What follows belongs to an exercise in optimizing a design on an open flow for small area and a short achievable clock period; a production flow would make more cautious choices.
Function was checked by simulation only, so behaviour that the tests miss may differ from the original.
No driver is modelled on the clock port, so clock power and skew are understated where the tree is cut down; a real chip needs a root buffer or a tree.
Power and IR drop assume default switching activity.

## spi
module spi(MOSI, SS_n, clk, rst_n, MISO);
	input MOSI, SS_n, clk, rst_n;
	output MISO;
	wire [7:0] wr_addr, wr_data, rd_addr, rd_data;
	spi_slave_interface slave(.MOSI(MOSI), .SS_n(SS_n), .clk(clk), .rst_n(rst_n), .MISO(MISO),
		.wr_addr(wr_addr), .wr_data(wr_data), .rd_addr(rd_addr), .rd_data(rd_data));
	ram mem(.clk(clk), .rst_n(rst_n), .wr_addr(wr_addr), .wr_data(wr_data), .rd_addr(rd_addr), .rd_data(rd_data));
endmodule
clock: 5.5 ns
lec_check: 0
cap_margin: 20
core_margin: 2
core_utilization: 40
cts_cluster_diameter: 100
cts_cluster_size: 30
setup_slack_margin: 3.2
slew_margin: 20
run.sh (not shown) runs the stock make flow with config.mk's settings and CLKGATE_MAP_FILE= SYNTH_SCRIPT=/design/flow/synth_recipe.tcl, a recipe that flattens the netlist after the stock synthesis.
==> next run, changes <==
--- a/flow/config.mk
+++ b/flow/config.mk
@@ -9,6 +9,7 @@
 export CORE_MARGIN = 2
-export CORE_UTILIZATION = 40
+export CORE_UTILIZATION = 65
 export CTS_CLUSTER_DIAMETER = 100
 export CTS_CLUSTER_SIZE = 30
-export SETUP_SLACK_MARGIN = 3.2
+export PLACE_DENSITY = 0.75
+export SETUP_SLACK_MARGIN = 3.5
 export SLEW_MARGIN = 20
The new run ran to the end with no violations.
Final area barely changes.
Global-route usage went up by 7.7 points.
Routed wire length climbs by about 3%.
==> next run, changes <==
--- a/flow/config.mk
+++ b/flow/config.mk
@@ -9,6 +9,5 @@
 export CORE_MARGIN = 2
-export CORE_UTILIZATION = 65
+export CORE_UTILIZATION = 40
 export CTS_CLUSTER_DIAMETER = 100
 export CTS_CLUSTER_SIZE = 30
-export PLACE_DENSITY = 0.75
 export SETUP_SLACK_MARGIN = 3.5
Outcome: The changed run went through all stages and came out clean. Synthesized area does not change. Sequential share of layout area decreases by 2.0 points. Wire length went up by 1.0%. Cell area came out higher by 2.6%. Maximum frequency climbs by 1.9%.

========
== branch cedar ==
Another version of the RTL of spi (not shown whole).
Size: ~2,900 cells after synthesis, ~2,100 flip-flops, about 5 I/O pins, about 49,000 um^2 of cells after synthesis.
==> flow/config.mk <==
export PLATFORM = sky130hd
export DESIGN_NAME = spi
export DESIGN_NICKNAME = spi
export VERILOG_FILES = /design/flow/design.v
export SDC_FILE = /design/flow/constraint.sdc
export NUM_CORES = 4
export LEC_CHECK = 0
export CAP_MARGIN = 20
export CORE_MARGIN = 2
export CORE_UTILIZATION = 46
export CTS_CLUSTER_DIAMETER = 100
export CTS_CLUSTER_SIZE = 30
export SETUP_SLACK_MARGIN = 3.5
export SLEW_MARGIN = 20
==> flow/constraint.sdc <==
create_clock -name core_clock -period 5.5 [get_ports {clk}]
set_input_delay 1.1000 -clock core_clock [delete_from_list [all_inputs] [get_ports {clk}]]
set_output_delay 1.1000 -clock core_clock [all_outputs]
set_load 0.01 [all_outputs]
standard.sh (not shown) runs the stock make flow with config.mk's settings and CLKGATE_MAP_FILE= SYNTH_SCRIPT=/design/flow/synth_recipe.tcl, a recipe that flattens the netlist after the stock synthesis.
==> flow/flow/run.sh <==
#!/bin/bash
# The standard layout, except that the top of the clock tree is rebuilt after
# CTS: the clock port drives four buffers, one per region of the die, and each
# of those drives the leaf buffers of its region (see retree.tcl); and mux4_1
# cells become mux4_2, which is smaller. Every tool's
# output goes to a log file of its own in this folder.
set -euo pipefail
R=orfs/results/sky130hd/spi/base
bash standard.sh cts > log_1_std_to_cts.txt 2>&1
cat > retree_run.tcl <<TCL
read_db $R/4_cts.odb
set NQ 4
set REGION_CELL {sky130_fd_sc_hd__buf_16 A X}
set LEAF_CELL {sky130_fd_sc_hd__buf_12 A X}
source flow/retree.tcl
# mux4_2 has the pins and function of mux4_1 in less area (and more drive)
set m2 [[ord::get_db] findMaster sky130_fd_sc_hd__mux4_2]
set nswap 0
foreach inst [[ord::get_db_block] getInsts] {
  if {[[\$inst getMaster] getName] eq "sky130_fd_sc_hd__mux4_1"} { \$inst swapMaster \$m2; incr nswap }
}
puts "swapped \$nswap mux4_1 to mux4_2"
detailed_placement
check_placement
write_db $R/4_cts.odb
TCL
openroad -no_init -exit retree_run.tcl > log_2_retree.txt 2>&1
bash standard.sh finish > log_3_std_finish.txt 2>&1
Other scripts of this flow, unchanged in this note and not shown: flow/flow/retree.tcl
branch cedar has completed all stages; timing, DRC and antenna checks passed.
[inputs] branch amber vs branch cedar
==> flow/flow/run.sh <==
#!/bin/bash
# The standard layout, except that the top of the clock tree is rebuilt after
# CTS: the clock port drives four buffers, one per region of the die, and each
# of those drives the leaf buffers of its region (see retree.tcl). Every tool's
# output goes to a log file of its own in this folder.
set -euo pipefail
R=orfs/results/sky130hd/spi/base
bash standard.sh cts > log_1_std_to_cts.txt 2>&1
cat > retree_run.tcl <<TCL
read_db $R/4_cts.odb
set NQ 4
set REGION_CELL {sky130_fd_sc_hd__buf_16 A X}
set LEAF_CELL {sky130_fd_sc_hd__buf_12 A X}
source flow/retree.tcl
detailed_placement
check_placement
write_db $R/4_cts.odb
TCL
openroad -no_init -exit retree_run.tcl > log_2_retree.txt 2>&1
bash standard.sh finish > log_3_std_finish.txt 2>&1
--- a/flow/config.mk
+++ b/flow/config.mk
@@ -8,5 +8,5 @@
 export CAP_MARGIN = 20
 export CORE_MARGIN = 2
-export CORE_UTILIZATION = 46
+export CORE_UTILIZATION = 60
 export CTS_CLUSTER_DIAMETER = 100
 export CTS_CLUSTER_SIZE = 30
Findings:
Compared with branch cedar, branch amber ends up with less cell area. In the flow results for branch amber and branch cedar, the global-route usage is smaller on branch cedar. Higher placer's final routability congestion estimate among branch amber and branch cedar: branch cedar. Between branch amber and branch cedar, die boundary height is lower for branch amber, branch cedar comes in above that. The power of branch amber and that of branch cedar are within noise of each other.
In every run of this note, the design's own scripts or RTL, not TritonCTS, make the clock network.

[re-timing with driven ports]
No port has a modelled driver above. Below, the same layouts with a new extraction and two added sets of constraints. Step 1: set_driving_cell puts a clkbuf_16 on clk and a buf_2 on each other input, an assumption about the parent block. Step 2 adds t to the input delays and takes it off the output delays; t is the mean of the earliest and latest rising clock arrival at the registers after step 1. Input paths then give back, and output paths get back, about the clock's delay inside the block. a / b / c = ideal / step 1 / step 2; a / b = the first two.
run	shift t [ns]	setup slack, ns	cell pins on the clock port's net
the first run of note 1	0.721	3.203 / 3.203 / 3.142	1
the second run of note 1	0.716	3.254 / 3.254 / 3.191	1
the third run of note 1	0.723	3.295 / 3.224 / 3.091	1
branch cedar	0.615	3.471 / 3.340 / 2.993	4
branch amber	0.623	3.486 / 3.322 / 2.989	4
After both steps every run listed still meets setup and hold. The setup slack of branch amber, which loses most, moves by -0.164 ns with the drivers and by -0.497 ns with both steps.
